This is an optimization exercise on Yosys and OpenROAD, whose aim is small area and a short achievable clock period, not a production implementation.
No functional check of the RTL was part of this run.
Power and IR drop assume default switching activity.

==> flow/design.v <==
module SCPU(clk, rst_n, in_valid, instruction, MEM_out, busy, out_valid, out0, out1, out2, out3, out4, out5, out6, out7, out8, out9, out10, out11, out12, out13, out14, out15, WEN, ADDR, MEM_in);
input clk, rst_n, in_valid;
input [18:0] instruction;
input [15:0] MEM_out;
output busy, out_valid, WEN;
output [12:0] ADDR;
output [15:0] MEM_in;
output reg [15:0] out0, out1, out2, out3, out4, out5, out6, out7, out8, out9, out10, out11, out12, out13, out14, out15;
assign busy = 1'b0;
wire [15:0] rdA, rdB;
scpu_rd u_rd(.r({out15, out14, out13, out12, out11, out10, out9, out8, out7, out6, out5, out4, out3, out2, out1, out0}), .rs(instruction[15:12]), .rt(instruction[11:8]), .a(rdA), .b(rdB));
wire [7:0] alo_n;
wire ac8_n;
wire [4:0] ahp1_n;
scpu_ag u_ag(.a(rdA[12:0]), .imm(instruction[7:0]), .lo(alo_n), .c8(ac8_n), .hp1(ahp1_n));
reg v1, wen_r;
reg [2:0] op1;
reg [11:0] f1;
reg [15:0] A, B;
reg [7:0] alo;
reg ac8;
reg [4:0] ahp1;
always @(posedge clk or negedge rst_n)
  if (!rst_n) begin v1 <= 1'b0; wen_r <= 1'b1; end
  else begin v1 <= in_valid; wen_r <= ~(in_valid & (instruction[18:16] == 3'd5)); end
always @(posedge clk) begin
  op1 <= instruction[18:16];
  f1 <= instruction[11:0];
  A <= rdA;
  B <= rdB;
  alo <= alo_n;
  ac8 <= ac8_n;
  ahp1 <= ahp1_n;
end
assign WEN = wen_r;
assign ADDR = {ac8 ? ahp1 : A[12:8], alo};
assign MEM_in = B;
wire mm = (op1 == 3'd1);
wire [86:0] mrow;
scpu_mul u_mul(.a(A), .b(B), .mm(mm), .r(mrow));
wire [31:0] aluS, aluC;
scpu_alu u_alu(.a(A), .b(B), .op(op1), .f(f1[7:0]), .s(aluS), .c(aluC));
reg v2, we1, we2, ld2, ov;
reg [3:0] d1, d2;
reg q0_0, q0_1, q1_0, q2_0, q2_1, q2_2, q3_0, q3_1, q4_0, q4_1, q4_2, q5_0, q5_1, q5_2, q6_0, q6_1, q6_2, q7_0, q7_1, q7_2, q8_0, q8_1, q8_2, q9_0, q9_1, q9_2, q10_0, q10_1, q10_2, q11_0, q11_1, q11_2, q12_0, q12_1, q12_2, q13_0, q13_1, q13_2, q14_0, q14_1, q14_2, q15_0, q15_1, q15_2, q16_0, q16_1, q16_2, q17_0, q17_1, q17_2, q18_0, q18_1, q18_2, q19_0, q19_1, q19_2, q20_0, q20_1, q20_2, q21_0, q21_1, q21_2, q22_0, q22_1, q22_2, q23_0, q23_1, q23_2, q24_0, q24_1, q24_2, q25_0, q25_1, q25_2, q26_0, q26_1, q26_2, q27_0, q27_1, q27_2, q28_0, q28_1, q28_2, q29_0, q29_1, q30_0, q30_1, q31_0, q31_1;
always @(posedge clk or negedge rst_n)
  if (!rst_n) begin v2 <= 1'b0; we1 <= 1'b0; we2 <= 1'b0; end
  else begin
    v2 <= v1;
    we1 <= v1 & (op1 != 3'd5);
    we2 <= v1 & ((op1 == 3'd1) | (op1 == 3'd2) | (op1 == 3'd7));
  end
always @(posedge clk) begin
  ld2 <= (op1 == 3'd6);
  d1 <= ((op1 == 3'd3) | (op1 == 3'd4) | (op1 == 3'd6)) ? f1[11:8] : f1[7:4];
  d2 <= f1[3:0];
  q0_0 <= mrow[0] | aluS[0];
  q0_1 <= mrow[1] | aluC[0];
  q1_0 <= mrow[2] | aluS[1];
  q2_0 <= mrow[3] | aluS[2];
  q2_1 <= mrow[4];
  q2_2 <= mrow[5];
  q3_0 <= mrow[6] | aluS[3];
  q3_1 <= mrow[7];
  q4_0 <= mrow[8] | aluS[4];
  q4_1 <= mrow[9];
  q4_2 <= mrow[10];
  q5_0 <= mrow[11] | aluS[5];
  q5_1 <= mrow[12];
  q5_2 <= mrow[13];
  q6_0 <= mrow[14] | aluS[6];
  q6_1 <= mrow[15];
  q6_2 <= mrow[16];
  q7_0 <= mrow[17] | aluS[7];
  q7_1 <= mrow[18];
  q7_2 <= mrow[19];
  q8_0 <= mrow[20] | aluS[8];
  q8_1 <= mrow[21];
  q8_2 <= mrow[22];
  q9_0 <= mrow[23] | aluS[9];
  q9_1 <= mrow[24];
  q9_2 <= mrow[25];
  q10_0 <= mrow[26] | aluS[10];
  q10_1 <= mrow[27];
  q10_2 <= mrow[28];
  q11_0 <= mrow[29] | aluS[11];
  q11_1 <= mrow[30];
  q11_2 <= mrow[31];
  q12_0 <= mrow[32] | aluS[12];
  q12_1 <= mrow[33];
  q12_2 <= mrow[34];
  q13_0 <= mrow[35] | aluS[13];
  q13_1 <= mrow[36];
  q13_2 <= mrow[37];
  q14_0 <= mrow[38] | aluS[14];
  q14_1 <= mrow[39];
  q14_2 <= mrow[40];
  q15_0 <= mrow[41] | aluS[15];
  q15_1 <= mrow[42];
  q15_2 <= mrow[43];
  q16_0 <= mrow[44] | aluS[16];
  q16_1 <= mrow[45] | aluC[16];
  q16_2 <= mrow[46];
  q17_0 <= mrow[47] | aluS[17];
  q17_1 <= mrow[48] | aluC[17];
  q17_2 <= mrow[49];
  q18_0 <= mrow[50] | aluS[18];
  q18_1 <= mrow[51] | aluC[18];
  q18_2 <= mrow[52];
  q19_0 <= mrow[53] | aluS[19];
  q19_1 <= mrow[54] | aluC[19];
  q19_2 <= mrow[55];
  q20_0 <= mrow[56] | aluS[20];
  q20_1 <= mrow[57] | aluC[20];
  q20_2 <= mrow[58];
  q21_0 <= mrow[59] | aluS[21];
  q21_1 <= mrow[60] | aluC[21];
  q21_2 <= mrow[61];
  q22_0 <= mrow[62] | aluS[22];
  q22_1 <= mrow[63] | aluC[22];
  q22_2 <= mrow[64];
  q23_0 <= mrow[65] | aluS[23];
  q23_1 <= mrow[66] | aluC[23];
  q23_2 <= mrow[67];
  q24_0 <= mrow[68] | aluS[24];
  q24_1 <= mrow[69] | aluC[24];
  q24_2 <= mrow[70];
  q25_0 <= mrow[71] | aluS[25];
  q25_1 <= mrow[72] | aluC[25];
  q25_2 <= mrow[73];
  q26_0 <= mrow[74] | aluS[26];
  q26_1 <= mrow[75] | aluC[26];
  q26_2 <= mrow[76];
  q27_0 <= mrow[77] | aluS[27];
  q27_1 <= mrow[78] | aluC[27];
  q27_2 <= mrow[79];
  q28_0 <= mrow[80] | aluS[28];
  q28_1 <= mrow[81] | aluC[28];
  q28_2 <= mrow[82];
  q29_0 <= mrow[83] | aluS[29];
  q29_1 <= mrow[84] | aluC[29];
  q30_0 <= mrow[85] | aluS[30];
  q30_1 <= aluC[30];
  q31_0 <= mrow[86] | aluS[31];
  q31_1 <= aluC[31];
end
wire [31:0] P;
scpu_fin u_fin(.q({q31_1, q31_0, q30_1, q30_0, q29_1, q29_0, q28_2, q28_1, q28_0, q27_2, q27_1, q27_0, q26_2, q26_1, q26_0, q25_2, q25_1, q25_0, q24_2, q24_1, q24_0, q23_2, q23_1, q23_0, q22_2, q22_1, q22_0, q21_2, q21_1, q21_0, q20_2, q20_1, q20_0, q19_2, q19_1, q19_0, q18_2, q18_1, q18_0, q17_2, q17_1, q17_0, q16_2, q16_1, q16_0, q15_2, q15_1, q15_0, q14_2, q14_1, q14_0, q13_2, q13_1, q13_0, q12_2, q12_1, q12_0, q11_2, q11_1, q11_0, q10_2, q10_1, q10_0, q9_2, q9_1, q9_0, q8_2, q8_1, q8_0, q7_2, q7_1, q7_0, q6_2, q6_1, q6_0, q5_2, q5_1, q5_0, q4_2, q4_1, q4_0, q3_1, q3_0, q2_2, q2_1, q2_0, q1_0, q0_1, q0_0}), .p(P));
wire [15:0] W1 = ld2 ? MEM_out : P[31:16];
wire [15:0] W2 = P[15:0];
assign out_valid = ov;
always @(posedge clk or negedge rst_n)
  if (!rst_n) begin
    ov <= 1'b0;
    out0 <= 16'd0;
    out1 <= 16'd0;
    out2 <= 16'd0;
    out3 <= 16'd0;
    out4 <= 16'd0;
    out5 <= 16'd0;
    out6 <= 16'd0;
    out7 <= 16'd0;
    out8 <= 16'd0;
    out9 <= 16'd0;
    out10 <= 16'd0;
    out11 <= 16'd0;
    out12 <= 16'd0;
    out13 <= 16'd0;
    out14 <= 16'd0;
    out15 <= 16'd0;
  end else begin
    ov <= v2;
    if (we2 && d2 == 4'd0) out0 <= W2; else if (we1 && d1 == 4'd0) out0 <= W1;
    if (we2 && d2 == 4'd1) out1 <= W2; else if (we1 && d1 == 4'd1) out1 <= W1;
    if (we2 && d2 == 4'd2) out2 <= W2; else if (we1 && d1 == 4'd2) out2 <= W1;
    if (we2 && d2 == 4'd3) out3 <= W2; else if (we1 && d1 == 4'd3) out3 <= W1;
    if (we2 && d2 == 4'd4) out4 <= W2; else if (we1 && d1 == 4'd4) out4 <= W1;
    if (we2 && d2 == 4'd5) out5 <= W2; else if (we1 && d1 == 4'd5) out5 <= W1;
    if (we2 && d2 == 4'd6) out6 <= W2; else if (we1 && d1 == 4'd6) out6 <= W1;
    if (we2 && d2 == 4'd7) out7 <= W2; else if (we1 && d1 == 4'd7) out7 <= W1;
    if (we2 && d2 == 4'd8) out8 <= W2; else if (we1 && d1 == 4'd8) out8 <= W1;
    if (we2 && d2 == 4'd9) out9 <= W2; else if (we1 && d1 == 4'd9) out9 <= W1;
    if (we2 && d2 == 4'd10) out10 <= W2; else if (we1 && d1 == 4'd10) out10 <= W1;
    if (we2 && d2 == 4'd11) out11 <= W2; else if (we1 && d1 == 4'd11) out11 <= W1;
    if (we2 && d2 == 4'd12) out12 <= W2; else if (we1 && d1 == 4'd12) out12 <= W1;
    if (we2 && d2 == 4'd13) out13 <= W2; else if (we1 && d1 == 4'd13) out13 <= W1;
    if (we2 && d2 == 4'd14) out14 <= W2; else if (we1 && d1 == 4'd14) out14 <= W1;
    if (we2 && d2 == 4'd15) out15 <= W2; else if (we1 && d1 == 4'd15) out15 <= W1;
  end
endmodule
module scpu_rd(r, rs, rt, a, b);
input [255:0] r;
input [3:0] rs, rt;
output [15:0] a, b;
wire [15:0] sa = 16'd1 << rs;
wire [15:0] sb = 16'd1 << rt;
reg [15:0] ta, tb;
integer i;
always @(*) begin
  ta = 16'd0; tb = 16'd0;
  for (i = 0; i < 16; i = i + 1) begin
    ta = ta | (r[16*i +: 16] & {16{sa[i]}});
    tb = tb | (r[16*i +: 16] & {16{sb[i]}});
  end
end
assign a = ta;
assign b = tb;
endmodule
module scpu_ag(a, imm, lo, c8, hp1);
input [12:0] a;
input [7:0] imm;
output [7:0] lo;
output c8;
output [4:0] hp1;
assign {c8, lo} = {1'b0, a[7:0]} + {1'b0, imm};
assign hp1 = a[12:8] + 5'd1;
endmodule
module scpu_mul(a, b, mm, r);
input [15:0] a, b;
input mm;
output [86:0] r;
wire [16:0] bx = {b, 1'b0};
wire [16:0] ax = {a[15], a};
wire [7:0] one, two, ng, nsx;
assign one[0] = mm & (bx[1] ^ bx[0]);
assign two[0] = mm & ((bx[2] & ~bx[1] & ~bx[0]) | (~bx[2] & bx[1] & bx[0]));
assign ng[0] = mm & bx[2];
assign one[1] = mm & (bx[3] ^ bx[2]);
assign two[1] = mm & ((bx[4] & ~bx[3] & ~bx[2]) | (~bx[4] & bx[3] & bx[2]));
assign ng[1] = mm & bx[4];
assign one[2] = mm & (bx[5] ^ bx[4]);
assign two[2] = mm & ((bx[6] & ~bx[5] & ~bx[4]) | (~bx[6] & bx[5] & bx[4]));
assign ng[2] = mm & bx[6];
assign one[3] = mm & (bx[7] ^ bx[6]);
assign two[3] = mm & ((bx[8] & ~bx[7] & ~bx[6]) | (~bx[8] & bx[7] & bx[6]));
assign ng[3] = mm & bx[8];
assign one[4] = mm & (bx[9] ^ bx[8]);
assign two[4] = mm & ((bx[10] & ~bx[9] & ~bx[8]) | (~bx[10] & bx[9] & bx[8]));
assign ng[4] = mm & bx[10];
assign one[5] = mm & (bx[11] ^ bx[10]);
assign two[5] = mm & ((bx[12] & ~bx[11] & ~bx[10]) | (~bx[12] & bx[11] & bx[10]));
assign ng[5] = mm & bx[12];
assign one[6] = mm & (bx[13] ^ bx[12]);
assign two[6] = mm & ((bx[14] & ~bx[13] & ~bx[12]) | (~bx[14] & bx[13] & bx[12]));
assign ng[6] = mm & bx[14];
assign one[7] = mm & (bx[15] ^ bx[14]);
assign two[7] = mm & ((bx[16] & ~bx[15] & ~bx[14]) | (~bx[16] & bx[15] & bx[14]));
assign ng[7] = mm & bx[16];
wire [16:0] pp0 = (({17{one[0]}} & ax) | ({17{two[0]}} & {ax[15:0], 1'b0})) ^ {17{ng[0]}};
assign nsx[0] = mm & ~pp0[16];
wire [16:0] pp1 = (({17{one[1]}} & ax) | ({17{two[1]}} & {ax[15:0], 1'b0})) ^ {17{ng[1]}};
assign nsx[1] = mm & ~pp1[16];
wire [16:0] pp2 = (({17{one[2]}} & ax) | ({17{two[2]}} & {ax[15:0], 1'b0})) ^ {17{ng[2]}};
assign nsx[2] = mm & ~pp2[16];
wire [16:0] pp3 = (({17{one[3]}} & ax) | ({17{two[3]}} & {ax[15:0], 1'b0})) ^ {17{ng[3]}};
assign nsx[3] = mm & ~pp3[16];
wire [16:0] pp4 = (({17{one[4]}} & ax) | ({17{two[4]}} & {ax[15:0], 1'b0})) ^ {17{ng[4]}};
assign nsx[4] = mm & ~pp4[16];
wire [16:0] pp5 = (({17{one[5]}} & ax) | ({17{two[5]}} & {ax[15:0], 1'b0})) ^ {17{ng[5]}};
assign nsx[5] = mm & ~pp5[16];
wire [16:0] pp6 = (({17{one[6]}} & ax) | ({17{two[6]}} & {ax[15:0], 1'b0})) ^ {17{ng[6]}};
assign nsx[6] = mm & ~pp6[16];
wire [16:0] pp7 = (({17{one[7]}} & ax) | ({17{two[7]}} & {ax[15:0], 1'b0})) ^ {17{ng[7]}};
assign nsx[7] = mm & ~pp7[16];
wire sx0 = mm & pp0[16];
wire mhs0, mhc0, mhs1, mhc1, mfs0, mfc0, mhs2, mhc2, mfs1, mfc1, mhs3, mhc3, mfs2, mfc2, mfs3, mfc3, mhs4, mhc4, mfs4, mfc4, mfs5, mfc5, mhs5, mhc5, mfs6, mfc6, mfs7, mfc7, mhs6, mhc6, mfs8, mfc8, mfs9, mfc9, mhs7, mhc7, mfs10, mfc10, mfs11, mfc11, mhs8, mhc8, mfs12, mfc12, mfs13, mfc13, mfs14, mfc14, mhs9, mhc9, mhs10, mhc10, mhs11, mhc11, mfs15, mfc15, mhs12, mhc12, mfs16, mfc16, mhs13, mhc13, mfs17, mfc17, mfs18, mfc18, mfs19, mfc19, mfs20, mfc20, mfs21, mfc21, mfs22, mfc22, mfs23, mfc23, mfs24, mfc24, mfs25, mfc25, mfs26, mfc26, mfs27, mfc27, mfs28, mfc28, mfs29, mfc29, mfs30, mfc30, mfs31, mfc31, mfs32, mfc32, mfs33, mfc33, mfs34, mfc34, mfs35, mfc35, mfs36, mfc36, mfs37, mfc37, mfs38, mfc38, mfs39, mfc39, mfs40, mfc40, mfs41, mfc41, mfs42, mfc42, mfs43, mfc43, mhs14, mhc14, mfs44, mfc44, mhs15, mhc15, mhs16, mhc16, mhs17, mhc17, mfs45, mfc45, mfs46, mfc46, mfs47, mfc47, mfs48, mfc48, mfs49, mfc49, mfs50, mfc50, mfs51, mfc51, mfs52, mfc52, mfs53, mfc53, mfs54, mfc54, mfs55, mfc55, mfs56, mfc56, mfs57, mfc57, mfs58, mfc58, mfs59, mfc59, mfs60, mfc60, mfs61, mfc61, mfs62, mfc62, mfs63, mfc63, mfs64, mfc64, mfs65, mfc65, mhs18, mhc18;
assign mhs0 = pp0[10] ^ pp1[8];
assign mhc0 = pp0[10] & pp1[8];
assign mhs1 = pp0[11] ^ pp1[9];
assign mhc1 = pp0[11] & pp1[9];
assign mfs0 = pp0[12] ^ pp1[10] ^ pp2[8];
assign mfc0 = (pp0[12] & pp1[10]) | (pp0[12] & pp2[8]) | (pp1[10] & pp2[8]);
assign mhs2 = pp3[6] ^ pp4[4];
assign mhc2 = pp3[6] & pp4[4];
assign mfs1 = pp0[13] ^ pp1[11] ^ pp2[9];
assign mfc1 = (pp0[13] & pp1[11]) | (pp0[13] & pp2[9]) | (pp1[11] & pp2[9]);
assign mhs3 = pp3[7] ^ pp4[5];
assign mhc3 = pp3[7] & pp4[5];
assign mfs2 = pp0[14] ^ pp1[12] ^ pp2[10];
assign mfc2 = (pp0[14] & pp1[12]) | (pp0[14] & pp2[10]) | (pp1[12] & pp2[10]);
assign mfs3 = pp3[8] ^ pp4[6] ^ pp5[4];
assign mfc3 = (pp3[8] & pp4[6]) | (pp3[8] & pp5[4]) | (pp4[6] & pp5[4]);
assign mhs4 = pp6[2] ^ pp7[0];
assign mhc4 = pp6[2] & pp7[0];
assign mfs4 = pp0[15] ^ pp1[13] ^ pp2[11];
assign mfc4 = (pp0[15] & pp1[13]) | (pp0[15] & pp2[11]) | (pp1[13] & pp2[11]);
assign mfs5 = pp3[9] ^ pp4[7] ^ pp5[5];
assign mfc5 = (pp3[9] & pp4[7]) | (pp3[9] & pp5[5]) | (pp4[7] & pp5[5]);
assign mhs5 = pp6[3] ^ pp7[1];
assign mhc5 = pp6[3] & pp7[1];
assign mfs6 = sx0 ^ pp1[14] ^ pp2[12];
assign mfc6 = (sx0 & pp1[14]) | (sx0 & pp2[12]) | (pp1[14] & pp2[12]);
assign mfs7 = pp3[10] ^ pp4[8] ^ pp5[6];
assign mfc7 = (pp3[10] & pp4[8]) | (pp3[10] & pp5[6]) | (pp4[8] & pp5[6]);
assign mhs6 = pp6[4] ^ pp7[2];
assign mhc6 = pp6[4] & pp7[2];
assign mfs8 = sx0 ^ pp1[15] ^ pp2[13];
assign mfc8 = (sx0 & pp1[15]) | (sx0 & pp2[13]) | (pp1[15] & pp2[13]);
assign mfs9 = pp3[11] ^ pp4[9] ^ pp5[7];
assign mfc9 = (pp3[11] & pp4[9]) | (pp3[11] & pp5[7]) | (pp4[9] & pp5[7]);
assign mhs7 = pp6[5] ^ pp7[3];
assign mhc7 = pp6[5] & pp7[3];
assign mfs10 = nsx[0] ^ nsx[1] ^ pp2[14];
assign mfc10 = (nsx[0] & nsx[1]) | (nsx[0] & pp2[14]) | (nsx[1] & pp2[14]);
assign mfs11 = pp3[12] ^ pp4[10] ^ pp5[8];
assign mfc11 = (pp3[12] & pp4[10]) | (pp3[12] & pp5[8]) | (pp4[10] & pp5[8]);
assign mhs8 = pp6[6] ^ pp7[4];
assign mhc8 = pp6[6] & pp7[4];
assign mfs12 = mm ^ pp2[15] ^ pp3[13];
assign mfc12 = (mm & pp2[15]) | (mm & pp3[13]) | (pp2[15] & pp3[13]);
assign mfs13 = pp4[11] ^ pp5[9] ^ pp6[7];
assign mfc13 = (pp4[11] & pp5[9]) | (pp4[11] & pp6[7]) | (pp5[9] & pp6[7]);
assign mfs14 = nsx[2] ^ pp3[14] ^ pp4[12];
assign mfc14 = (nsx[2] & pp3[14]) | (nsx[2] & pp4[12]) | (pp3[14] & pp4[12]);
assign mhs9 = mm ^ pp3[15];
assign mhc9 = mm & pp3[15];
assign mhs10 = pp0[6] ^ pp1[4];
assign mhc10 = pp0[6] & pp1[4];
assign mhs11 = pp0[7] ^ pp1[5];
assign mhc11 = pp0[7] & pp1[5];
assign mfs15 = pp0[8] ^ pp1[6] ^ pp2[4];
assign mfc15 = (pp0[8] & pp1[6]) | (pp0[8] & pp2[4]) | (pp1[6] & pp2[4]);
assign mhs12 = pp3[2] ^ pp4[0];
assign mhc12 = pp3[2] & pp4[0];
assign mfs16 = pp0[9] ^ pp1[7] ^ pp2[5];
assign mfc16 = (pp0[9] & pp1[7]) | (pp0[9] & pp2[5]) | (pp1[7] & pp2[5]);
assign mhs13 = pp3[3] ^ pp4[1];
assign mhc13 = pp3[3] & pp4[1];
assign mfs17 = pp2[6] ^ pp3[4] ^ pp4[2];
assign mfc17 = (pp2[6] & pp3[4]) | (pp2[6] & pp4[2]) | (pp3[4] & pp4[2]);
assign mfs18 = pp5[0] ^ ng[5] ^ mhs0;
assign mfc18 = (pp5[0] & ng[5]) | (pp5[0] & mhs0) | (ng[5] & mhs0);
assign mfs19 = pp2[7] ^ pp3[5] ^ pp4[3];
assign mfc19 = (pp2[7] & pp3[5]) | (pp2[7] & pp4[3]) | (pp3[5] & pp4[3]);
assign mfs20 = pp5[1] ^ mhc0 ^ mhs1;
assign mfc20 = (pp5[1] & mhc0) | (pp5[1] & mhs1) | (mhc0 & mhs1);
assign mfs21 = pp5[2] ^ pp6[0] ^ ng[6];
assign mfc21 = (pp5[2] & pp6[0]) | (pp5[2] & ng[6]) | (pp6[0] & ng[6]);
assign mfs22 = mhc1 ^ mfs0 ^ mhs2;
assign mfc22 = (mhc1 & mfs0) | (mhc1 & mhs2) | (mfs0 & mhs2);
assign mfs23 = pp5[3] ^ pp6[1] ^ mfc0;
assign mfc23 = (pp5[3] & pp6[1]) | (pp5[3] & mfc0) | (pp6[1] & mfc0);
assign mfs24 = mhc2 ^ mfs1 ^ mhs3;
assign mfc24 = (mhc2 & mfs1) | (mhc2 & mhs3) | (mfs1 & mhs3);
assign mfs25 = ng[7] ^ mfc1 ^ mhc3;
assign mfc25 = (ng[7] & mfc1) | (ng[7] & mhc3) | (mfc1 & mhc3);
assign mfs26 = mfs2 ^ mfs3 ^ mhs4;
assign mfc26 = (mfs2 & mfs3) | (mfs2 & mhs4) | (mfs3 & mhs4);
assign mfs27 = mfc2 ^ mfc3 ^ mhc4;
assign mfc27 = (mfc2 & mfc3) | (mfc2 & mhc4) | (mfc3 & mhc4);
assign mfs28 = mfs4 ^ mfs5 ^ mhs5;
assign mfc28 = (mfs4 & mfs5) | (mfs4 & mhs5) | (mfs5 & mhs5);
assign mfs29 = mfc4 ^ mfc5 ^ mhc5;
assign mfc29 = (mfc4 & mfc5) | (mfc4 & mhc5) | (mfc5 & mhc5);
assign mfs30 = mfs6 ^ mfs7 ^ mhs6;
assign mfc30 = (mfs6 & mfs7) | (mfs6 & mhs6) | (mfs7 & mhs6);
assign mfs31 = mfc6 ^ mfc7 ^ mhc6;
assign mfc31 = (mfc6 & mfc7) | (mfc6 & mhc6) | (mfc7 & mhc6);
assign mfs32 = mfs8 ^ mfs9 ^ mhs7;
assign mfc32 = (mfs8 & mfs9) | (mfs8 & mhs7) | (mfs9 & mhs7);
assign mfs33 = mfc8 ^ mfc9 ^ mhc7;
assign mfc33 = (mfc8 & mfc9) | (mfc8 & mhc7) | (mfc9 & mhc7);
assign mfs34 = mfs10 ^ mfs11 ^ mhs8;
assign mfc34 = (mfs10 & mfs11) | (mfs10 & mhs8) | (mfs11 & mhs8);
assign mfs35 = pp7[5] ^ mfc10 ^ mfc11;
assign mfc35 = (pp7[5] & mfc10) | (pp7[5] & mfc11) | (mfc10 & mfc11);
assign mfs36 = mhc8 ^ mfs12 ^ mfs13;
assign mfc36 = (mhc8 & mfs12) | (mhc8 & mfs13) | (mfs12 & mfs13);
assign mfs37 = pp5[10] ^ pp6[8] ^ pp7[6];
assign mfc37 = (pp5[10] & pp6[8]) | (pp5[10] & pp7[6]) | (pp6[8] & pp7[6]);
assign mfs38 = mfc12 ^ mfc13 ^ mfs14;
assign mfc38 = (mfc12 & mfc13) | (mfc12 & mfs14) | (mfc13 & mfs14);
assign mfs39 = pp4[13] ^ pp5[11] ^ pp6[9];
assign mfc39 = (pp4[13] & pp5[11]) | (pp4[13] & pp6[9]) | (pp5[11] & pp6[9]);
assign mfs40 = pp7[7] ^ mfc14 ^ mhs9;
assign mfc40 = (pp7[7] & mfc14) | (pp7[7] & mhs9) | (mfc14 & mhs9);
assign mfs41 = nsx[3] ^ pp4[14] ^ pp5[12];
assign mfc41 = (nsx[3] & pp4[14]) | (nsx[3] & pp5[12]) | (pp4[14] & pp5[12]);
assign mfs42 = pp6[10] ^ pp7[8] ^ mhc9;
assign mfc42 = (pp6[10] & pp7[8]) | (pp6[10] & mhc9) | (pp7[8] & mhc9);
assign mfs43 = mm ^ pp4[15] ^ pp5[13];
assign mfc43 = (mm & pp4[15]) | (mm & pp5[13]) | (pp4[15] & pp5[13]);
assign mhs14 = pp6[11] ^ pp7[9];
assign mhc14 = pp6[11] & pp7[9];
assign mfs44 = nsx[4] ^ pp5[14] ^ pp6[12];
assign mfc44 = (nsx[4] & pp5[14]) | (nsx[4] & pp6[12]) | (pp5[14] & pp6[12]);
assign mhs15 = mm ^ pp5[15];
assign mhc15 = mm & pp5[15];
assign mhs16 = pp0[4] ^ pp1[2];
assign mhc16 = pp0[4] & pp1[2];
assign mhs17 = pp0[5] ^ pp1[3];
assign mhc17 = pp0[5] & pp1[3];
assign mfs45 = pp2[2] ^ pp3[0] ^ ng[3];
assign mfc45 = (pp2[2] & pp3[0]) | (pp2[2] & ng[3]) | (pp3[0] & ng[3]);
assign mfs46 = pp2[3] ^ pp3[1] ^ mhc10;
assign mfc46 = (pp2[3] & pp3[1]) | (pp2[3] & mhc10) | (pp3[1] & mhc10);
assign mfs47 = ng[4] ^ mhc11 ^ mfs15;
assign mfc47 = (ng[4] & mhc11) | (ng[4] & mfs15) | (mhc11 & mfs15);
assign mfs48 = mfc15 ^ mhc12 ^ mfs16;
assign mfc48 = (mfc15 & mhc12) | (mfc15 & mfs16) | (mhc12 & mfs16);
assign mfs49 = mfc16 ^ mhc13 ^ mfs17;
assign mfc49 = (mfc16 & mhc13) | (mfc16 & mfs17) | (mhc13 & mfs17);
assign mfs50 = mfc17 ^ mfc18 ^ mfs19;
assign mfc50 = (mfc17 & mfc18) | (mfc17 & mfs19) | (mfc18 & mfs19);
assign mfs51 = mfc19 ^ mfc20 ^ mfs21;
assign mfc51 = (mfc19 & mfc20) | (mfc19 & mfs21) | (mfc20 & mfs21);
assign mfs52 = mfc21 ^ mfc22 ^ mfs23;
assign mfc52 = (mfc21 & mfc22) | (mfc21 & mfs23) | (mfc22 & mfs23);
assign mfs53 = mfc23 ^ mfc24 ^ mfs25;
assign mfc53 = (mfc23 & mfc24) | (mfc23 & mfs25) | (mfc24 & mfs25);
assign mfs54 = mfc25 ^ mfc26 ^ mfs27;
assign mfc54 = (mfc25 & mfc26) | (mfc25 & mfs27) | (mfc26 & mfs27);
assign mfs55 = mfc27 ^ mfc28 ^ mfs29;
assign mfc55 = (mfc27 & mfc28) | (mfc27 & mfs29) | (mfc28 & mfs29);
assign mfs56 = mfc29 ^ mfc30 ^ mfs31;
assign mfc56 = (mfc29 & mfc30) | (mfc29 & mfs31) | (mfc30 & mfs31);
assign mfs57 = mfc31 ^ mfc32 ^ mfs33;
assign mfc57 = (mfc31 & mfc32) | (mfc31 & mfs33) | (mfc32 & mfs33);
assign mfs58 = mfc33 ^ mfc34 ^ mfs35;
assign mfc58 = (mfc33 & mfc34) | (mfc33 & mfs35) | (mfc34 & mfs35);
assign mfs59 = mfc35 ^ mfc36 ^ mfs37;
assign mfc59 = (mfc35 & mfc36) | (mfc35 & mfs37) | (mfc36 & mfs37);
assign mfs60 = mfc37 ^ mfc38 ^ mfs39;
assign mfc60 = (mfc37 & mfc38) | (mfc37 & mfs39) | (mfc38 & mfs39);
assign mfs61 = mfc39 ^ mfc40 ^ mfs41;
assign mfc61 = (mfc39 & mfc40) | (mfc39 & mfs41) | (mfc40 & mfs41);
assign mfs62 = mfc41 ^ mfc42 ^ mfs43;
assign mfc62 = (mfc41 & mfc42) | (mfc41 & mfs43) | (mfc42 & mfs43);
assign mfs63 = pp7[10] ^ mfc43 ^ mhc14;
assign mfc63 = (pp7[10] & mfc43) | (pp7[10] & mhc14) | (mfc43 & mhc14);
assign mfs64 = pp6[13] ^ pp7[11] ^ mfc44;
assign mfc64 = (pp6[13] & pp7[11]) | (pp6[13] & mfc44) | (pp7[11] & mfc44);
assign mfs65 = nsx[5] ^ pp6[14] ^ pp7[12];
assign mfc65 = (nsx[5] & pp6[14]) | (nsx[5] & pp7[12]) | (pp6[14] & pp7[12]);
assign mhs18 = mm ^ pp6[15];
assign mhc18 = mm & pp6[15];
assign r = {mm, nsx[7], pp7[15], mm, mhc18, pp7[14], nsx[6], mhs18, mfc65, pp7[13], mfs65, mfc64, mhc15, mfs64, mfc63, mhs15, mfs63, mfc62, mfs44, mfs62, mfc61, mhs14, mfs61, mfc60, mfs42, mfs60, mfc59, mfs40, mfs59, mfc58, mfs38, mfs58, mfc57, mfs36, mfs57, mfc56, mfs34, mfs56, mfc55, mfs32, mfs55, mfc54, mfs30, mfs54, mfc53, mfs28, mfs53, mfc52, mfs26, mfs52, mfc51, mfs24, mfs51, mfc50, mfs22, mfs50, mfc49, mfs20, mfs49, mfc48, mfs18, mfs48, mfc47, mhs13, mfs47, mfc46, mhs12, mfs46, mfc45, mhs11, mfs45, mhc17, mhs10, mhs17, mhc16, pp2[1], mhs16, ng[2], pp2[0], pp1[1], pp0[3], ng[1], pp1[0], pp0[2], pp0[1], ng[0], pp0[0]};
endmodule
module scpu_alu(a, b, op, f, s, c);
input [15:0] a, b;
input [2:0] op;
input [7:0] f;
output [31:0] s, c;
wire [3:0] func = f[3:0];
wire addlike = ((op == 3'd0) & ((func == 4'd3) | (func == 4'd4))) | (op == 3'd3) | (op == 3'd4);
wire sub = ((op == 3'd0) & (func == 4'd4)) | (op == 3'd4);
wire eq = (a == b);
wire lt = ($signed(a) < $signed(b));
wire cmp = (op == 3'd2) ? eq : lt;
wire iscmp = (op == 3'd2) | (op == 3'd7);
reg [15:0] sh;
always @(*) begin
  sh = 16'd0;
  if (addlike) sh = a;
  else if (op == 3'd0) begin
    case (func)
      4'd0: sh = a & b;
      4'd1: sh = a | b;
      4'd2: sh = a ^ b;
      default: sh = 16'd0;
    endcase
  end else if (iscmp) sh = {15'd0, cmp};
end
wire [15:0] ch0 = (op == 3'd0) ? b : {{8{f[7]}}, f};
wire [15:0] ch = addlike ? (ch0 ^ {16{sub}}) : 16'd0;
assign s = {sh, {15{sub}}, sub | (iscmp & ~cmp)};
assign c = {ch, 15'd0, sub};
endmodule
module scpu_fin(q, p);
input [88:0] q;
output [31:0] p;
wire q0_0 = q[0];
wire q0_1 = q[1];
wire q1_0 = q[2];
wire q2_0 = q[3];
wire q2_1 = q[4];
wire q2_2 = q[5];
wire q3_0 = q[6];
wire q3_1 = q[7];
wire q4_0 = q[8];
wire q4_1 = q[9];
wire q4_2 = q[10];
wire q5_0 = q[11];
wire q5_1 = q[12];
wire q5_2 = q[13];
wire q6_0 = q[14];
wire q6_1 = q[15];
wire q6_2 = q[16];
wire q7_0 = q[17];
wire q7_1 = q[18];
wire q7_2 = q[19];
wire q8_0 = q[20];
wire q8_1 = q[21];
wire q8_2 = q[22];
wire q9_0 = q[23];
wire q9_1 = q[24];
wire q9_2 = q[25];
wire q10_0 = q[26];
wire q10_1 = q[27];
wire q10_2 = q[28];
wire q11_0 = q[29];
wire q11_1 = q[30];
wire q11_2 = q[31];
wire q12_0 = q[32];
wire q12_1 = q[33];
wire q12_2 = q[34];
wire q13_0 = q[35];
wire q13_1 = q[36];
wire q13_2 = q[37];
wire q14_0 = q[38];
wire q14_1 = q[39];
wire q14_2 = q[40];
wire q15_0 = q[41];
wire q15_1 = q[42];
wire q15_2 = q[43];
wire q16_0 = q[44];
wire q16_1 = q[45];
wire q16_2 = q[46];
wire q17_0 = q[47];
wire q17_1 = q[48];
wire q17_2 = q[49];
wire q18_0 = q[50];
wire q18_1 = q[51];
wire q18_2 = q[52];
wire q19_0 = q[53];
wire q19_1 = q[54];
wire q19_2 = q[55];
wire q20_0 = q[56];
wire q20_1 = q[57];
wire q20_2 = q[58];
wire q21_0 = q[59];
wire q21_1 = q[60];
wire q21_2 = q[61];
wire q22_0 = q[62];
wire q22_1 = q[63];
wire q22_2 = q[64];
wire q23_0 = q[65];
wire q23_1 = q[66];
wire q23_2 = q[67];
wire q24_0 = q[68];
wire q24_1 = q[69];
wire q24_2 = q[70];
wire q25_0 = q[71];
wire q25_1 = q[72];
wire q25_2 = q[73];
wire q26_0 = q[74];
wire q26_1 = q[75];
wire q26_2 = q[76];
wire q27_0 = q[77];
wire q27_1 = q[78];
wire q27_2 = q[79];
wire q28_0 = q[80];
wire q28_1 = q[81];
wire q28_2 = q[82];
wire q29_0 = q[83];
wire q29_1 = q[84];
wire q30_0 = q[85];
wire q30_1 = q[86];
wire q31_0 = q[87];
wire q31_1 = q[88];
wire fhs0, fhc0, fhs1, fhc1, ffs0, ffc0, ffs1, ffc1, ffs2, ffc2, ffs3, ffc3, ffs4, ffc4, ffs5, ffc5, ffs6, ffc6, ffs7, ffc7, ffs8, ffc8, ffs9, ffc9, ffs10, ffc10, ffs11, ffc11, ffs12, ffc12, ffs13, ffc13, ffs14, ffc14, ffs15, ffc15, ffs16, ffc16, ffs17, ffc17, ffs18, ffc18, ffs19, ffc19, ffs20, ffc20, ffs21, ffc21, ffs22, ffc22, ffs23, ffc23, ffs24, ffc24, fhs2, fhc2, fhs3, fhc3, fhs4, fhc4;
assign fhs0 = q2_0 ^ q2_1;
assign fhc0 = q2_0 & q2_1;
assign fhs1 = q3_0 ^ q3_1;
assign fhc1 = q3_0 & q3_1;
assign ffs0 = q4_0 ^ q4_1 ^ q4_2;
assign ffc0 = (q4_0 & q4_1) | (q4_0 & q4_2) | (q4_1 & q4_2);
assign ffs1 = q5_0 ^ q5_1 ^ q5_2;
assign ffc1 = (q5_0 & q5_1) | (q5_0 & q5_2) | (q5_1 & q5_2);
assign ffs2 = q6_0 ^ q6_1 ^ q6_2;
assign ffc2 = (q6_0 & q6_1) | (q6_0 & q6_2) | (q6_1 & q6_2);
assign ffs3 = q7_0 ^ q7_1 ^ q7_2;
assign ffc3 = (q7_0 & q7_1) | (q7_0 & q7_2) | (q7_1 & q7_2);
assign ffs4 = q8_0 ^ q8_1 ^ q8_2;
assign ffc4 = (q8_0 & q8_1) | (q8_0 & q8_2) | (q8_1 & q8_2);
assign ffs5 = q9_0 ^ q9_1 ^ q9_2;
assign ffc5 = (q9_0 & q9_1) | (q9_0 & q9_2) | (q9_1 & q9_2);
assign ffs6 = q10_0 ^ q10_1 ^ q10_2;
assign ffc6 = (q10_0 & q10_1) | (q10_0 & q10_2) | (q10_1 & q10_2);
assign ffs7 = q11_0 ^ q11_1 ^ q11_2;
assign ffc7 = (q11_0 & q11_1) | (q11_0 & q11_2) | (q11_1 & q11_2);
assign ffs8 = q12_0 ^ q12_1 ^ q12_2;
assign ffc8 = (q12_0 & q12_1) | (q12_0 & q12_2) | (q12_1 & q12_2);
assign ffs9 = q13_0 ^ q13_1 ^ q13_2;
assign ffc9 = (q13_0 & q13_1) | (q13_0 & q13_2) | (q13_1 & q13_2);
assign ffs10 = q14_0 ^ q14_1 ^ q14_2;
assign ffc10 = (q14_0 & q14_1) | (q14_0 & q14_2) | (q14_1 & q14_2);
assign ffs11 = q15_0 ^ q15_1 ^ q15_2;
assign ffc11 = (q15_0 & q15_1) | (q15_0 & q15_2) | (q15_1 & q15_2);
assign ffs12 = q16_0 ^ q16_1 ^ q16_2;
assign ffc12 = (q16_0 & q16_1) | (q16_0 & q16_2) | (q16_1 & q16_2);
assign ffs13 = q17_0 ^ q17_1 ^ q17_2;
assign ffc13 = (q17_0 & q17_1) | (q17_0 & q17_2) | (q17_1 & q17_2);
assign ffs14 = q18_0 ^ q18_1 ^ q18_2;
assign ffc14 = (q18_0 & q18_1) | (q18_0 & q18_2) | (q18_1 & q18_2);
assign ffs15 = q19_0 ^ q19_1 ^ q19_2;
assign ffc15 = (q19_0 & q19_1) | (q19_0 & q19_2) | (q19_1 & q19_2);
assign ffs16 = q20_0 ^ q20_1 ^ q20_2;
assign ffc16 = (q20_0 & q20_1) | (q20_0 & q20_2) | (q20_1 & q20_2);
assign ffs17 = q21_0 ^ q21_1 ^ q21_2;
assign ffc17 = (q21_0 & q21_1) | (q21_0 & q21_2) | (q21_1 & q21_2);
assign ffs18 = q22_0 ^ q22_1 ^ q22_2;
assign ffc18 = (q22_0 & q22_1) | (q22_0 & q22_2) | (q22_1 & q22_2);
assign ffs19 = q23_0 ^ q23_1 ^ q23_2;
assign ffc19 = (q23_0 & q23_1) | (q23_0 & q23_2) | (q23_1 & q23_2);
assign ffs20 = q24_0 ^ q24_1 ^ q24_2;
assign ffc20 = (q24_0 & q24_1) | (q24_0 & q24_2) | (q24_1 & q24_2);
assign ffs21 = q25_0 ^ q25_1 ^ q25_2;
assign ffc21 = (q25_0 & q25_1) | (q25_0 & q25_2) | (q25_1 & q25_2);
assign ffs22 = q26_0 ^ q26_1 ^ q26_2;
assign ffc22 = (q26_0 & q26_1) | (q26_0 & q26_2) | (q26_1 & q26_2);
assign ffs23 = q27_0 ^ q27_1 ^ q27_2;
assign ffc23 = (q27_0 & q27_1) | (q27_0 & q27_2) | (q27_1 & q27_2);
assign ffs24 = q28_0 ^ q28_1 ^ q28_2;
assign ffc24 = (q28_0 & q28_1) | (q28_0 & q28_2) | (q28_1 & q28_2);
assign fhs2 = q29_0 ^ q29_1;
assign fhc2 = q29_0 & q29_1;
assign fhs3 = q30_0 ^ q30_1;
assign fhc3 = q30_0 & q30_1;
assign fhs4 = q31_0 ^ q31_1;
assign fhc4 = q31_0 & q31_1;
wire [31:0] fs = {fhc3, fhc2, ffc24, ffc23, ffc22, ffc21, ffc20, ffc19, ffc18, ffc17, ffc16, ffc15, ffc14, ffc13, ffc12, ffc11, ffc10, ffc9, ffc8, ffc7, ffc6, ffc5, ffc4, ffc3, ffc2, ffc1, ffc0, fhc1, fhc0, q2_2, q1_0, q0_0};
wire [31:0] fc = {fhs4, fhs3, fhs2, ffs24, ffs23, ffs22, ffs21, ffs20, ffs19, ffs18, ffs17, ffs16, ffs15, ffs14, ffs13, ffs12, ffs11, ffs10, ffs9, ffs8, ffs7, ffs6, ffs5, ffs4, ffs3, ffs2, ffs1, ffs0, fhs1, fhs0, 1'b0, q0_1};
assign p = fs + fc;
endmodule
==> flow/flow/run.sh <==
#!/bin/bash
set -euo pipefail
bash standard.sh "BUFFER_PORTS_ARGS=-buffer_cell sky130_fd_sc_hd__buf_1" finish > standard.log 2>&1
==> flow/standard.sh <==
#!/bin/bash
# synth_recipe.tcl (not shown) runs the flow's synth.tcl, then flattens the netlist and writes it again
# the make line also repeats each setting of config.mk as NAME=value (left out here)
make -C /OpenROAD-flow-scripts/flow DESIGN_CONFIG=/design/flow/config.mk WORK_HOME=/design/flow/orfs CLKGATE_MAP_FILE= SYNTH_SCRIPT=/design/flow/synth_recipe.tcl "${@:-finish}"
==> flow/config.mk <==
export PLATFORM = sky130hd
export DESIGN_NAME = SCPU
export DESIGN_NICKNAME = SCPU
export VERILOG_FILES = /design/flow/design.v
export SDC_FILE = /design/flow/constraint.sdc
export NUM_CORES = 8
export LEC_CHECK = 0
export CAP_MARGIN = 20
export CORE_MARGIN = 2
export CORE_UTILIZATION = 40
export SETUP_SLACK_MARGIN = 5
export SLEW_MARGIN = 20
export SYNTH_HIERARCHICAL = 1
export SYNTH_MINIMUM_KEEP_SIZE = 0
==> flow/constraint.sdc <==
create_clock -name core_clock -period 8.0 [get_ports {clk}]
set_input_delay 1.6000 -clock core_clock [delete_from_list [all_inputs] [get_ports {clk}]]
set_output_delay 1.6000 -clock core_clock [all_outputs]
set_load 0.01 [all_outputs]
==> impl_metrics.py <==
metrics = {
    "die": {
        "ios": 326,
        "die_h_um": 296.6,
        "initial_core_util_pct": 40.28,
        "dieArea_um2": 87960,
        "dieWidth_um": 296.6,
        "design.core.area_um2": 85010,
        "rows": 107,
    },
    "placed_design": {
        "placed_cell_area_um2": 35510,
        "port_buffers": 324,
        "place_congestion": 1.059,
        "dp_cells": 5012,
        "dpl.hpwl_um": 116300,
    },
    "layout": {
        "nNetsFinal": 4458,
        "fin_area_um2": 44020,
        "syn_to_final_growth_pct": 28.54,
        "final_layout_size_suffix_gt1_share_pct": 30.71,
        "final_common_cell": "a21oi_1",
        "fin_cells": 5409,
        "final_cell_mix": "a21oi_1, buf_1, nand3_1",
    },
    "clock_tree": {
        "cts_made_buffers": 51,
        "cts-root-buf": "clkbuf_16",
        "clock_latency_ps": 630,
        "htreeDepth": 2,
        "clock-sinks": 421,
        "clkTransAtPathRegs_ps": 60,
        "clk_path_buf_depth": 3,
        "cts_tree": "yes",
    },
    "sta": {
        "worstMarginPinSlew_ps": 1388,
        "max_slew_margin_pct": 7.495,
        "setup_viol": 0,
        "finClkSkew_ps": 22.01,
        "min_period_over_period_pct": 46.15,
        "max_freq_mhz": 270.9,
        "rsz0062_at_grt": "yes",
        "maxSlewViolCount": 0,
        "tns_ps": 0,
        "final-hold-violation-count": 0,
        "layout_min_cycle_time_ps": 3692,
    },
    "setup_path": {
        "cp_max_fo": 5,
        "crit_buf_inv": 3,
        "crit_path_frequent_cell": "buf_6",
        "path_delay_family": "compound AO/OA/AOI/OAI gates",
        "endpoint_kind": "flop",
        "crit_path_top_delay_cell": "fa_2",
        "path_cells": "fa_2 > ha_4 > and3_4 > a32o_2 > a31oi_4 > buf_6 > a21oi_4 > o211ai_1 > a21oi_2 > xor2_2 > buf_6 > mux2_4 > buf_12 > nor3_2 > o31ai_1",
        "critPathLaunchType": "flop",
        "worstPathRequired_ps": 8480,
        "slowest_delay_ps": 650,
        "path_class": "reg -> reg",
        "crit_arrival_ps": 4170,
    },
    "synth": {
        "netlist_area_um2": 34240,
        "synthCells": 4024,
        "syn-num-nets": 4262,
        "yosys_warnings": 9,
        "avgSynthCellArea_um2": 8.510,
    },
    "pwr": {
        "power.leakage_nw": 16.95,
        "p_per_area_nw_per_um2": 466.6,
        "clock_power_share_pct": 12.0,
        "switchingPower_mw": 11.13,
        "p_seq_share_pct": 25.6,
        "ir_worst_vdd_mv": 0.3489,
        "swShare_pct": 54.17,
        "combPwrFrac_pct": 62.4,
        "p_int_mw": 9.412,
    },
    "routing": {
        "vias": 37670,
        "first_pass_iters": 10,
        "antenna_left": 0,
        "finalWirelength_um": 192600,
        "post_drt_wl_per_cell_um": 35.61,
        "drtIter0Drc": 6845,
        "drc": 0,
        "viasPerCell": 6.964,
    },
    "run": {
        "drv_cap": 0,
    },
    "grt": {
        "grt_pass1_vias": 33420,
        "antenna_found_initial": 11,
        "grt_max_degree": 157,
        "grt_usage_pct": 41.33,
        "grt_pass1_wl_um": 259600,
        "grt_overflow_total": 0,
    },
    "worst_hold_path": {
        "hold_path.class": "reg -> reg",
    },
    "run_status": {
        "status": "finished clean",
    },
}
==> power by group through the flow <==
stage,combinational (mW),clock (mW),sequential (mW)
6_report,12.8,2.47,5.26
5_1_grt,13.0,2.55,5.12
4_1_cts,11.0,2.47,5.01
3_5_place_dp,8.70,0,4.94
3_3_place_gp,8.59,0,5.00
2_1_floorplan,5.38,0,4.08
==> final timing paths <==
path,slack (ps),endpoint,start,cells past startpoint
max,4310,out10[14],q12_2,15
min,360,ov,v2,0
max reg2reg,4310,out10[14],q12_2,15
min reg2reg,360,ov,v2,0
max in group asynchronous,5380,out13[4],rst_n,2
min in group asynchronous,1060,out11[4],rst_n,1
==> stage by stage <==
step | hold WS, ps | utilization [%] | total power [mW] | worst slack, ps
6_report | 357.1 | 51.78 | 20.54 | 4308
4_1_cts | 362.1 | 48.81 | 18.47 | 4397
5_1_grt | 371.8 | 51.77 | 20.67 | 4260
2_1_floorplan | 331.2 | - | 9.465 | 4398
3_5_place_dp | 349.1 | 41.77 | 13.64 | 3295
3_3_place_gp | 336.4 | 41.77 | 13.59 | 3271
==> layer usage <==
metal	vias up	share of wire [%]	GRT usage [%]
li1	15060	-	-
met1	18340	36	53.74
met2	3382	39	56.52
met3	876	15	14.11
met4	10	9.8	30.18
met5	-	0.030	0
==> area by class of cell <==
| class | instances | area (um^2) |
|---|---|---|
| fill | 7695 | 41000 |
| multi-input combinational | 2928 | 24330 |
| sequential | 421 | 9926 |
| timing repair buffer | 693 | 6046 |
| clock buffer | 75 | 1528 |
| tap | 1144 | 1431 |
| inverter | 124 | 504.2 |
| clock inverter | 20 | 235.2 |
| timing repair inverter | 1 | 8.758 |
| antenna | 3 | 7.507 |
==> timing repair <==
item / 4_1_cts / 5_1_grt
gates resized for setup: 449 / 357
hold buffers: 0 / 0
cloned: 42 / 8
pin swaps: 173 / 189
endpoints found under the setup margin: 418 / 331
endpoints found under the hold margin: 0 / 0
buffers inserted: 146 / 100

port drivers added, routing unchanged:
Ports are ideal in the flow. The routed layout listed here was re-timed in OpenROAD.
Step 1 sets driving cells, clkbuf_16 on the clock port and buf_2 on the other inputs (assumed; they add their load-dependent delay and slew).
Step 2 also shifts input and output timing later by t, the mid clock arrival at the registers, as if the neighbouring blocks saw the same clock.
a / b / c = ideal ports / drivers / drivers and shift; a / b = the first two.
shift t [ns]: 0.700
setup slack, ns: 4.308 / 4.308 / 4.034
slew at the worst register clock pin (ns): 0.07 / 0.07
After both steps setup and hold are still met in this run. The setup slack of this run moves by 0.000 ns with the drivers and by -0.274 ns with both steps.
